Context: an optimization exercise on an open-source flow, tuned for small area. The choices shown serve that exercise and are no tape-out recipe. No run shown here included a check of the RTL's function; only the layout flow was run. Power figures rest on the tool's default switching activity, not on a simulated workload.

--- design/flow/config.mk ---
export PLATFORM = sky130hd
export DESIGN_NAME = sync
export DESIGN_NICKNAME = sync
export VERILOG_FILES = /design/flow/design.v
export SDC_FILE = /design/flow/constraint.sdc
export NUM_CORES = 4
export LEC_CHECK = 0
export CAP_MARGIN = 20
export CORE_MARGIN = 2
export CORE_UTILIZATION = 40
export SLEW_MARGIN = 20
--- design/flow/constraint.sdc ---
create_clock -name core_clock -period 10.0 [get_ports {clk}]
set_input_delay 2.0000 -clock core_clock [delete_from_list [all_inputs] [get_ports {clk}]]
set_output_delay 2.0000 -clock core_clock [all_outputs]
set_load 0.01 [all_outputs]
--- design/flow/design.v ---
module sync (
  input  wire       clk,
  output reg        hs,
  output reg        vs,
  input  wire       reset,    
  output wire [3:0] R,
  output wire [3:0] G,
  output wire [3:0] B,
  input  wire       btn       
);
  reg        r_q, gh_q, gl_q, b_q;
  assign R = {4{r_q}};
  assign G = {gh_q, gl_q, gh_q, gl_q};
  assign B = {4{b_q}};
  reg jr;
  always @(posedge clk or negedge reset)
    if (!reset) jr <= 1'b1;
    else        jr <= 1'b0;
  reg [2:0] seg;
  reg [7:0] hc;
  wire s_fp = ~seg[0] & ~seg[2];
  wire s_sy = ~seg[1] & seg[0];
  wire s_bp = ~seg[2] & seg[1];
  wire s_d0 = seg[0] & seg[2];
  wire s_d1 = seg[1] & ~seg[0];
  wire s_d2 = seg[2] & ~seg[1];
  wire h_end = (~hc[7] & ~hc[6] & ~hc[4] & hc[3] & hc[2] & hc[1] & hc[0]);    
  wire line_end = s_d2 & h_end;
  reg [7:0] h_ld;    
  always @(*) begin
    case (seg)
      3'b000: h_ld = 8'b11011101;
      3'b001: h_ld = 8'b10010101;
      3'b011: h_ld = 8'b00011111;
      3'b111: h_ld = 8'b00011111;
      3'b110: h_ld = 8'b01000111;
      3'b100: h_ld = 8'b11010111;
      default: h_ld = 8'bx;
    endcase
  end
  always @(posedge clk or negedge reset) begin
    if (!reset) begin
      seg <= 3'b000;
      hc  <= 8'b11010111;
    end else if (h_end) begin
      seg <= {seg[1:0], ~seg[2]};
      hc  <= h_ld;
    end else begin
      hc  <= {hc[6:0], ~(hc[7] ^ hc[5] ^ hc[4] ^ hc[3])};
    end
  end
  reg [1:0] pvs;    
  wire v_fp = ~pvs[1] & ~pvs[0];
  wire v_sy = ~pvs[1] &  pvs[0];
  wire v_bp =  pvs[1] &  pvs[0];
  wire v_da =  pvs[1] & ~pvs[0];
  reg [9:0] lc;    
  reg f1;              
  wire at_vs = v_fp & (lc[8]) & s_d2 & (f1 ? (hc[7] & ~hc[6] & hc[4] & hc[3] & hc[2] & hc[1] & hc[0]) : (~hc[7] & ~hc[6] & hc[4] & hc[3] & hc[2] & hc[1] & ~hc[0]));
  wire at_bp = v_sy & (lc[0]) & s_d2 & (f1 ? (~hc[7] & hc[6] & ~hc[5] & hc[4] & hc[2] & hc[1] & hc[0]) : (hc[7] & hc[5] & ~hc[4] & hc[3] & hc[2] & hc[1] & ~hc[0]));
  wire at_da = v_bp & (lc[8] & lc[2] & ~lc[1] & ~lc[0]) & s_d2 & (f1 ? (~hc[7] & hc[6] & ~hc[5] & ~hc[4] & hc[3] & ~hc[2] & ~hc[1] & hc[0]) : (hc[7] & ~hc[6] & ~hc[5] & hc[4] & ~hc[3] & ~hc[2] & hc[1] & ~hc[0]));
  wire at_fp = v_da & (~lc[7] & ~lc[6] & ~lc[5] & lc[4] & ~lc[2] & ~lc[1] & lc[0]) & line_end;
  always @(posedge clk or negedge reset) begin
    if (!reset) begin
      pvs <= 2'b00;
      f1  <= 1'b1;
    end else begin
      if (at_vs | at_bp | at_da | at_fp) pvs <= {pvs[0], ~pvs[1]};
      if (at_da) f1 <= 1'b0;
    end
  end
  always @(posedge clk) begin
    if (jr | at_fp) lc <= 10'd0;
    else if (line_end) lc <= {lc[8:0], ~(lc[9] ^ lc[6])};
  end
  reg        cnt, ph, acc;    
  reg [15:0] timer;
  wire t_zero = ~|timer[14:0];
  wire t_end  = timer[15] & t_zero;
  always @(posedge clk or negedge reset) begin
    if (!reset) begin
      cnt <= 1'b0; ph <= 1'b0; acc <= 1'b0;
    end else begin
      acc <= cnt & ph & t_end;
      if (cnt) begin
        if (t_end) begin cnt <= 1'b0; ph <= ~ph; end
      end else if (~acc & (btn == ph)) begin
        cnt <= 1'b1;
      end
    end
  end
  always @(posedge clk) begin
    if (cnt) timer <= {timer[14:0], timer[15] ^ timer[14] ^ timer[12] ^ timer[3] ^ t_zero};
    else     timer <= 16'd0;
  end
  reg [2:0] flag;    
  always @(posedge clk or negedge reset) begin
    if (!reset) flag <= 3'b000;
    else if (acc)
      case (flag)
        3'b000: flag <= 3'b001;
        3'b001: flag <= 3'b010;
        3'b010: flag <= 3'b011;
        3'b011: flag <= 3'b100;
        3'b100: flag <= 3'b101;
        3'b101: flag <= 3'b110;
        3'b110: flag <= 3'b111;
        3'b111: flag <= 3'b000;
      endcase
  end
  reg [3:0] c0, c1, c2;    
  always @(*) begin
    case (flag)
      3'b000: begin c0 = 4'b0001; c1 = 4'b1111; c2 = 4'b1000; end
      3'b001: begin c0 = 4'b0110; c1 = 4'b1111; c2 = 4'b1000; end
      3'b010: begin c0 = 4'b0110; c1 = 4'b1111; c2 = 4'b1100; end
      3'b011: begin c0 = 4'b0000; c1 = 4'b1110; c2 = 4'b1000; end
      3'b100: begin c0 = 4'b0110; c1 = 4'b1110; c2 = 4'b1000; end
      3'b101: begin c0 = 4'b0001; c1 = 4'b1110; c2 = 4'b1000; end
      3'b110: begin c0 = 4'b0110; c1 = 4'b1111; c2 = 4'b0110; end
      3'b111: begin c0 = 4'b1100; c1 = 4'b1111; c2 = 4'b0110; end
      default: begin c0 = 4'bx; c1 = 4'bx; c2 = 4'bx; end
    endcase
  end
  wire vis = v_da & seg[2];
  wire [3:0] col = {4{vis}} & (s_d0 ? c0 : s_d1 ? c1 : c2);
  always @(posedge clk) begin
    r_q  <= col[3] | (~reset & r_q);
    gh_q <= col[2] | (~reset & gh_q);
    gl_q <= col[1] | (~reset & gl_q);
    b_q  <= col[0] | (~reset & b_q);
    hs   <= ~s_sy & (reset | hs);
    vs   <= ~v_sy & (reset | vs);
  end
endmodule
--- design/flow/flow/run.sh ---
#!/bin/bash
# Standard ORFS flow (the standard.sh, unchanged synthesis), with:
#  - port buffers of the smallest buffer cell (buf_1) instead of the tool's pick
#  - power recovery (downsizing off-critical-path cells) after global routing
#  - CTS without dummy loads
set -o pipefail
bash standard.sh \
  BUFFER_PORTS_ARGS="-buffer_cell sky130_fd_sc_hd__buf_1" \
  RECOVER_POWER=100 \
  CTS_ARGS="-sink_clustering_enable -repair_clock_nets -dont_use_dummy_load" \
  finish > standard.log 2>&1
--- design/flow/standard.sh ---
#!/bin/bash
# synth_recipe.tcl (not shown) runs the flow's synth.tcl, then flattens the netlist and writes it again
# the make line also repeats each setting of config.mk as NAME=value (left out here)
make -C /OpenROAD-flow-scripts/flow DESIGN_CONFIG=/design/flow/config.mk WORK_HOME=/design/flow/orfs CLKGATE_MAP_FILE= SYNTH_SCRIPT=/design/flow/synth_recipe.tcl "${@:-finish}"
==> results of run 1 <==
worst max path at each step:
stage,start,to,slack (ns),cells after the start
final,reset,b_q,6.78,4
after global routing,reset,b_q,6.49,4
after CTS,b_q,B[2],7.14,1
after detailed placement,reset,b_q,7.18,4
after global placement,reset,b_q,7.20,4
after floorplan,r_q,R[0],7.52,1
placed cells by master (no fill, tap or decap), drive strengths merged, types with 4 or more instances in the layout:
cell type,synthesis,routed
nor2,18,18
inv,10,10
clkbuf,4,6
nand2,20,20
nor3b,4,4
buf,15,16
dfstp,8,8
xnor2,5,5
nor2b,6,6
dfrtp,13,13
ha,6,6
o21ai,15,15
dfxtp,32,32
mux2i,10,10
a21oi,9,9
and2,16,16
stage by stage:
stage / utilization (%) / total power, mW / instance area (sq um)
after floorplan: - / 0.309 / 2410
after global placement: 41.4 / 0.321 / 2430
after detailed placement: 41.4 / 0.322 / 2430
after CTS: 42.5 / 0.430 / 2500
after global routing: 42.0 / 0.450 / 2470
final: 42.0 / 0.423 / 2470
per-layer routing:
layer / wire length [um] / vias up
li1: - / 810
met1: 1950 / 749
met2: 1730 / 23
met3: 145 / 8
met4: 73 / 0
met5: 0 / -
synthesized netlist by cell type (5+ instances only):
cell / count
xnor2_1: 5
inv_1: 10
buf_4: 12
and2_1: 16
nand2_1: 19
dfxtp_1: 32
nor2b_1: 6
dfrtp_1: 13
mux2i_1: 10
dfstp_2: 8
nor2_1: 18
ha_1: 6
o21ai_0: 15
a21oi_1: 9
sequential cells by signal, indices dropped and copies added (netlist names):
register and flops:
gl_q 1, gh_q 1, f1 1, lc 10
vs 1, timer 16, seg 3, jr 1
r_q 1, acc 1, hs 1, pvs 2
hc 8, b_q 1, cnt 1, flag 3
ph 1
cells by family after synthesis:
family	share of synthesized area (%)
AOI/OAI and AO/OA	9.97
xor gates and xnor gates	2.91
adders and majority gates	3.12
buffers and inverters	7.17
DFF	48.8
muxes	4.62
other	0.156
and+or+nand+nor	23.2
power by group:
part           internal [mW]  total (mW)  switching [mW]  leakage, nW
Combinational         0.0304      0.0482          0.0178        0.486
Clock                 0.0453       0.107          0.0620       0.0359
Sequential             0.248       0.268          0.0195        0.513
Total                  0.324       0.423          0.0994         1.04
cell type report:
cell class                      count  area share, %
Multi-Input combinational cell    157           41.8
Clock buffer                        5           2.78
Sequential cell                    53           47.6
Tap cell                           75           3.80
Inverter                           10           1.52
Timing Repair Buffer               17           2.58
==> results.cfg, run 1 <==
[synthesis]
synth.area.top_cells = dfxtp_1 27%, dfrtp_1 14%, dfstp_2 8.7%, and2_1 4.2%, mux2i_1 4.2%
synth-seq-cells = 53
synthesis.yosys.warnings = 1
synth.distinct_cells = 53
synth.top_cell.area_share_pct = 26.6
syn-instance-count = 240
ys_async_sr_fraction_pct = 39.6
ys_dominant_reg_cell = dfxtp_1
synth-edff-count = 0
yosysTopAreaCell = dfxtp_1
syn_area_sq_mm = 0.00241
postSynthAreaPerCell_sq_um = 10.0
seq_area_frac_synth_pct = 48.8
synth_nets = 249

[critical_path]
worst-r2r-cell-count = 5
regToRegSetupSlack_ns = 7.47
crit_type = in2reg
setup.worst_path.start_class = primary input
cpMaxStageDelayCell = clkbuf_1
timing.critical_path.slowest_cell_delay_ns = 0.99
critical_path_required_ns = 10.20
crit-reg2reg-capture = lc[6]
setup.worst_path.end_class = flip-flop
cp_num_buf_inv = 2
arrival_ns = 3.42
worst_path_maximum_fanout = 27
crit_path_cell_trace = buf_1, clkbuf_1, nor2b_1, a41o_1
launching_point_of_the_worst_reg2reg_path = hc[1]
critical-path-top-delay-family = buffers and inverters

[routing]
drtAntennaViolNets = 0
drc = 0
drt_first_pass_iters = 4
dr.first_iter.drc_count = 91
wirelength_um = 3900
num_vias = 1590
avgViaCountPerCell = 5.02
wire_per_inst_um = 12.3

[timing]
relSlewSlack_pct = 9.15
final.setup.tns_ns = 0
max_clock_freq_ghz = 0.310
timing_hold_violations_final = 0
setup_viol = 0
timing.final.max_slew_violations = 0
fin_skew_ns = 0.0134
worst-slew-pin-transition_ns = 1.36
period_minus_slack_ns = 3.22
holdWs_ns = 0.445
rsz0062_at_grt = false
finalWorstSetupSlack_ns = 6.78
finalCritPeriodShare_pct = 32.2

[floorplanning]
floorplan.initialDensity_pct = 40.9
dieHeight_um = 81.6
rows = 28
dieArea_sq_mm = 0.00666
design.core.area_sq_mm = 0.00589
io_pins = 17
floorplan.die.width_um = 81.6

[placed_design]
routabilityCongestion = 0.740
place.detailed.instances = 312
hpwl_um = 2750
dp_slack_ns = 7.18
io_buffer_count = 16

[worst_hold_path]
hold_class = reg2reg
min_path_cells = 0
worstHoldStart = hc[1]
hold-path-endpoint = hc[2]

[pwr]
power_per_cell_area_mw_per_mm2 = 171
max-vdd-ir-drop_v = 0.000132
p_leak_nw = 1.04

[final_layout]
post_layout_nonfiller_instances = 317
syn2layout_area_growth_pct = 2.65
seq_area_sq_mm = 0.00118
drive_above_1_share_pct = 6.61
final_nets = 253
diodes = 0
multi_input_comb_area_sq_mm = 0.00103
fillers = 591

[clocking]
cts.htree.levels = 2
clk-insertion-delay-late_ns = 0.30
clk_pin_slew_ns = 0.09
cts_post_setup_buffers_inserted = 0
clock_tree_root_buffer_cell = clkbuf_8
holdBufCountCts = 0
cts_resized = 0
max-clock-path-buffers = 2
cts_tree = done
cts_inserted_buffers = 5
clk_sinks = 53

[global_route]
globalRoute.busiestLayer = met2
use_met2_pct = 20.4
global_route.usage.met1_pct = 17.8
antenna_found_initial = 0
globalRouteOverflowTotal = 0
grt_start_max_net_pins = 28
vias_in_the_first_global_route = 1446
groute.usage.overall_pct = 13.2
use_met3_pct = 3.30
grt_first_pass_wirelength_um = 6760

[status]
status = finished clean

[flow_run]
cap_violations = 0
==> inputs of run 2 (changes only) <==
==> design/flow/flow/run.sh (replaced) <==
#!/bin/bash
set -o pipefail
bash standard.sh \
  BUFFER_PORTS_ARGS="-buffer_cell sky130_fd_sc_hd__buf_1" \
  RECOVER_POWER=100 \
  CTS_ARGS="-sink_clustering_enable -repair_clock_nets -dont_use_dummy_load -sink_clustering_size 30 -buf_list {sky130_fd_sc_hd__clkbuf_4 sky130_fd_sc_hd__clkbuf_8}" \
  finish > standard.log 2>&1
==> run 2 against run 1 <==
  * Still clean on timing, DRC and antenna
  * Combinational power about the same
  * Wire length unchanged
  * Clock skew unchanged
==> results.cfg, run 2 <==
[flow_run]
cap_violations = 0

[synthesis]
synth-edff-count = 0
synth-seq-cells = 53
syn_area_sq_mm = 0.00241
synth.area.top_cells = dfxtp_1 27%, dfrtp_1 14%, dfstp_2 8.7%, and2_1 4.2%, mux2i_1 4.2%
synth_most_common_cell = dfxtp_1
ys_dominant_reg_cell = dfxtp_1
synth.top_cell.area_share_pct = 26.6
syn-instance-count = 240
synth.distinct_cells = 53
yosysTopAreaCell = dfxtp_1
synthesis.yosys.warnings = 1
netlist_top_cells_count = 32 x dfxtp_1, 19 x nand2_1, 18 x nor2_1
postSynthAreaPerCell_sq_um = 10.0
ys_async_sr_fraction_pct = 39.6
synth_nets = 249
seq_area_frac_synth_pct = 48.8

[critical_path]
arrival_ns = 3.42
setup.worst_path.start_class = primary input
timing.critical_path.to = b_q
worst-r2r-cell-count = 5
setup.worst_path.end_class = flip-flop
regToRegSetupSlack_ns = 7.47
crit-reg2reg-capture = lc[6]
crit_type = in2reg
worst_path_maximum_fanout = 27
launching_point_of_the_worst_reg2reg_path = hc[1]
worst_setup_path_startpoint = reset
critical_path_required_ns = 10.20

[timing]
finalWorstSetupSlack_ns = 6.78
timing_hold_violations_final = 0
period_minus_slack_ns = 3.22
finalCritPeriodShare_pct = 32.2
final.setup.tns_ns = 0
holdWs_ns = 0.445
rsz0062_at_grt = false
relSlewSlack_pct = 9.15
max_clock_freq_ghz = 0.310
setup_viol = 0
worst-slew-pin-transition_ns = 1.36
fin_skew_ns = 0.0134
timing.final.max_slew_violations = 0

[global_route]
vias_in_the_first_global_route = 1446
groute.usage.overall_pct = 13.2
globalRouteOverflowTotal = 0
antenna_found_initial = 0
grt_start_max_net_pins = 28
grt_first_pass_wirelength_um = 6760

[floorplanning]
dieHeight_um = 81.6
design.core.area_sq_mm = 0.00589
floorplan.die.width_um = 81.6
floorplan.initialDensity_pct = 40.9
io_pins = 17
dieArea_sq_mm = 0.00666
rows = 28

[pwr]
p_leak_nw = 1.04
power_per_cell_area_mw_per_mm2 = 171
max-vdd-ir-drop_v = 0.000132

[final_layout]
post_layout_nonfiller_instances = 317
layout.cells.most_common = dfxtp_1
layout.cells.most_common_list = 32 x dfxtp_1, 19 x nand2_1, 18 x nor2_1, 16 x buf_1, 15 x o21ai_0
syn2layout_area_growth_pct = 2.65
seq_area_sq_mm = 0.00118
multi_input_comb_area_sq_mm = 0.00103
final_nets = 253
max_flop_register = timer
fillers = 591
diodes = 0
layout.cell_area.non_filler_sq_mm = 0.00247
largest_register_ffs = 16
drive_above_1_share_pct = 6.61
top_regs = timer (16), lc (10), hc (8)

[clocking]
cts_resized = 0
cts_tree = done
clock_tree_root_buffer_cell = clkbuf_8
cts_inserted_buffers = 5
clk-insertion-delay-late_ns = 0.30
clk_sinks = 53
cts_post_setup_buffers_inserted = 0
holdBufCountCts = 0
clk_pin_slew_ns = 0.09
cts.htree.levels = 2
max-clock-path-buffers = 2

[placed_design]
place.detailed.instances = 312
hpwl_um = 2750
routabilityCongestion = 0.740
postPlaceCellArea_sq_mm = 0.00243
io_buffer_count = 16
dp_slack_ns = 7.18

[routing]
avgViaCountPerCell = 5.02
wirelength_um = 3900
num_vias = 1590
wire_per_inst_um = 12.3
dr.first_iter.drc_count = 91
drt_first_pass_iters = 4
drc = 0
drtAntennaViolNets = 0

[worst_hold_path]
hold_class = reg2reg

[status]
status = finished clean
## run 2: cell counts in the layout (fill, tap and decap cells not counted)
Identical to the previous run, type by type.
## run 2: final cells by class
class                      count  share of cell area [%]
clock buffer                   5                    2.78
timing repair buffer          17                    2.58
sequential                    53                    47.6
inverter                      10                    1.52
multi-input combinational    157                    41.8
tap                           75                    3.80
## run 2: kinds of logic after synthesis
| kind of cell | synth area share (%) |
|---|---|
| adder cells (fa/ha/maj) | 3.12 |
| flip-flops | 48.8 |
| buffers and inverters | 7.17 |
| AND/OR/NAND/NOR | 23.2 |
| AO/OA/AOI/OAI | 9.97 |
| XOR/XNOR | 2.91 |
| other | 0.156 |
| multiplexers | 4.62 |
## run 2: worst min-delay path by stage
stage          cells after the start       end     start  slack [ns]
3_5_place_dp                       0     hc[2]     hc[1]        0.40
5_1_grt                            0     hc[2]     hc[1]        0.46
4_1_cts                            0     hc[2]     hc[1]        0.41
6_report                           0     hc[2]     hc[1]        0.44
2_1_floorplan                      1  timer[2]  timer[1]        0.44
3_3_place_gp                       0     hc[2]     hc[1]        0.39
## run 2: stage by stage
stage / util, % / total power, mW
after global routing: 42.0 / 0.450
final: 42.0 / 0.423
after detailed placement: 41.4 / 0.322
after floorplan: - / 0.309
after CTS: 42.5 / 0.430
after global placement: 41.4 / 0.321
## run 2: per-layer routing
layer / wire [um] / up-vias / track usage [%]
met5: 0 / - / 0
li1: - / 810 / -
met1: 1950 / 749 / 17.8
met3: 145 / 8 / 3.30
met4: 73 / 0 / 5.50
met2: 1730 / 23 / 20.4
## run 2: where the power goes
group	internal, mW	total [mW]	switching (mW)	leakage, nW
combinational	0.0304	0.0482	0.0178	0.486
sequential	0.248	0.268	0.0195	0.513
clock	0.0453	0.107	0.0620	0.0359
total	0.324	0.423	0.0994	1.04
## run 2: critical path: stages
cell and delay [ns]:
buf_1 0.06, clkbuf_1 0.99, nor2b_1 0.12, a41o_1 0.25
==> inputs of run 3 (changes only) <==
==> design/flow/flow/run.sh (replaced) <==
#!/bin/bash
set -o pipefail
bash standard.sh \
  BUFFER_PORTS_ARGS="-buffer_cell sky130_fd_sc_hd__buf_1" \
  RECOVER_POWER=100 \
  CTS_ARGS="-sink_clustering_enable -repair_clock_nets -dont_use_dummy_load -sink_clustering_size 60 -buf_list {sky130_fd_sc_hd__clkbuf_8 sky130_fd_sc_hd__clkbuf_16}" \
  finish > standard.log 2>&1
==> run 3 against run 2 <==
  * Critical path type unchanged
  * Fmax unchanged
  * Register-to-register slack is essentially flat
  * Largest cell class unchanged
  * Core utilization unchanged
  * Cell area unchanged
==> results.cfg, run 3 <==
[worst_hold_path]
hold-path-endpoint = hc[2]
worstHoldStart = hc[1]
hold_class = reg2reg
min_path_cells = 0

[final_layout]
diodes = 0
top_regs = timer (16), lc (10), hc (8)
post_layout_nonfiller_instances = 317
final_nets = 253
layout.cells.most_common = dfxtp_1
syn2layout_area_growth_pct = 2.65
drive_above_1_share_pct = 6.61
layout.cell_area.non_filler_sq_mm = 0.00247
layout.cells.most_common_list = 32 x dfxtp_1, 19 x nand2_1, 18 x nor2_1, 16 x buf_1, 15 x o21ai_0
max_flop_register = timer
largest_register_ffs = 16

[pwr]
total_switching_power_mw = 0.0994
p_leak_nw = 1.04
seq_power_share_pct = 63.2
p_int_mw = 0.324
pwr-share-comb_pct = 11.4
max-vdd-ir-drop_v = 0.000132
p_sw_share_pct = 23.5
power_per_cell_area_mw_per_mm2 = 171
clkPwrFrac_pct = 25.4

[timing]
fin_skew_ns = 0.0134
rsz0062_at_grt = false
finalCritPeriodShare_pct = 32.2
relSlewSlack_pct = 9.15
max_clock_freq_ghz = 0.310
worst-slew-pin-transition_ns = 1.36
setup_viol = 0
final.setup.tns_ns = 0
timing_hold_violations_final = 0
period_minus_slack_ns = 3.22
finalWorstSetupSlack_ns = 6.78
timing.final.max_slew_violations = 0

[synthesis]
synth.area.top_cells = dfxtp_1 27%, dfrtp_1 14%, dfstp_2 8.7%, and2_1 4.2%, mux2i_1 4.2%
postSynthAreaPerCell_sq_um = 10.0
ys_async_sr_fraction_pct = 39.6
synth-seq-cells = 53
synth.distinct_cells = 53
syn-instance-count = 240
netlist_top_cells_count = 32 x dfxtp_1, 19 x nand2_1, 18 x nor2_1
synth-edff-count = 0
yosysTopAreaCell = dfxtp_1
synth_nets = 249
syn_area_sq_mm = 0.00241
ys_dominant_reg_cell = dfxtp_1
synthesis.yosys.warnings = 1
synth_most_common_cell = dfxtp_1
synth.top_cell.area_share_pct = 26.6
seq_area_frac_synth_pct = 48.8

[flow_run]
cap_violations = 0

[routing]
dr.first_iter.drc_count = 91
wirelength_um = 3900
avgViaCountPerCell = 5.02
wire_per_inst_um = 12.3
drtAntennaViolNets = 0
drt_first_pass_iters = 4
drc = 0
num_vias = 1590

[global_route]
grt_start_max_net_pins = 28
globalRouteOverflowTotal = 0
antenna_found_initial = 0
grt_first_pass_wirelength_um = 6760
groute.usage.overall_pct = 13.2
vias_in_the_first_global_route = 1446

[floorplanning]
dieHeight_um = 81.6
dieArea_sq_mm = 0.00666
rows = 28
floorplan.die.width_um = 81.6
io_pins = 17
floorplan.initialDensity_pct = 40.9
design.core.area_sq_mm = 0.00589

[clocking]
clock_tree_root_buffer_cell = clkbuf_8
cts_resized = 0
cts_inserted_buffers = 5
cts.htree.levels = 2
max-clock-path-buffers = 2
clk_pin_slew_ns = 0.09
clk-insertion-delay-late_ns = 0.30
cts_tree = done
holdBufCountCts = 0
cts_post_setup_buffers_inserted = 0
clk_sinks = 53

[placed_design]
postPlaceCellArea_sq_mm = 0.00243
place.detailed.instances = 312
io_buffer_count = 16
routabilityCongestion = 0.740
dp_slack_ns = 7.18
hpwl_um = 2750

[critical_path]
setup.worst_path.start_class = primary input
regToRegSetupSlack_ns = 7.47
arrival_ns = 3.42
launching_point_of_the_worst_reg2reg_path = hc[1]
critical_path_required_ns = 10.20
worst_path_maximum_fanout = 27
crit-reg2reg-capture = lc[6]
worst-r2r-cell-count = 5
setup.worst_path.end_class = flip-flop
crit_type = in2reg

[status]
status = finished clean
## run 3: cell counts after synthesis
Identical to the previous run, type by type.
## run 3: layer usage
layer	GRT usage, %	up-vias	wire length, um
met1	17.8	749	1950
met2	20.4	23	1730
li1	-	810	-
met5	0	-	0
met3	3.30	8	145
met4	5.50	0	73
## run 3: logic make-up (layout without fill, tap and decap cells)
logic type | Yosys count | after routing | share of synthesized area, %
fa+ha+maj | 6 | 6 | 3.12
flops | 53 | 53 | 48.8
simple gates | 92 | 92 | 23.2
buf+inv | 30 | 32 | 7.17
mux | 11 | 11 | 4.62
compound gates | 39 | 39 | 9.97
xor+xnor | 8 | 8 | 2.91
other cells | 1 | 1 | 0.156
## run 3: worst max-delay path by stage
stage                      from   end  slack [ns]  cells after the start
after floorplan             r_q  R[0]        7.52                      1
after global placement    reset   b_q        7.20                      4
after detailed placement  reset   b_q        7.18                      4
after CTS                   b_q  B[2]        7.14                      1
after global routing      reset   b_q        6.49                      4
final                     reset   b_q        6.78                      4
## run 3: area by class of cell
cell class | instances | area [sq um]
Fill cell | 591 | 3410
Sequential cell | 53 | 1180
Multi-Input combinational cell | 157 | 1030
Tap cell | 75 | 93.8
Clock buffer | 5 | 68.8
Timing Repair Buffer | 17 | 63.8
Inverter | 10 | 37.5
## run 3: power by group through the flow
stage | sequential (mW) | clock, mW | combinational, mW
finish | 0.268 | 0.107 | 0.0482
global route | 0.272 | 0.122 | 0.0560
CTS | 0.268 | 0.112 | 0.0503
detailed placement | 0.272 | 0 | 0.0502
global placement | 0.272 | 0 | 0.0488
floorplan | 0.266 | 0 | 0.0436
## run 3: per-stage QoR
step,hold slack [ns],utilization [%],power [mW]
global placement,0.394,41.4,0.321
detailed placement,0.397,41.4,0.322
floorplan,0.435,-,0.309
finish,0.445,42.0,0.423
CTS,0.410,42.5,0.430
global route,0.464,42.0,0.450
## run 3: worst max-delay path, cell delays in order
cell	delay (ns)
buf_1	0.06
clkbuf_1	0.99
nor2b_1	0.12
a41o_1	0.25

## static timing again, ports no longer ideal
No port has a modelled driver above. Below, the same layouts with a new extraction and two added sets of constraints. Step 1 assumes that a clkbuf_16 drives the clock port and a buf_2 every other input. Step 2 adds t to the input delays and takes it off the output delays; t is the mean of the earliest and latest rising clock arrival at the registers after step 1. Input paths then give back, and output paths get back, about the clock's delay inside the block. Three values: ideal, step 1, step 2; two values: the first two.
| run | shift t [ns] | setup WS [ns] | worst register clock-pin slew, ns |
|---|---|---|---|
| run 1 | 0.321 | 6.779 / 6.784 / 6.463 | 0.09 / 0.09 |
| run 2 | 0.321 | 6.779 / 6.784 / 6.463 | 0.09 / 0.09 |
| run 3 | 0.321 | 6.779 / 6.784 / 6.463 | 0.09 / 0.09 |
After both steps setup and hold are still met in every run listed.
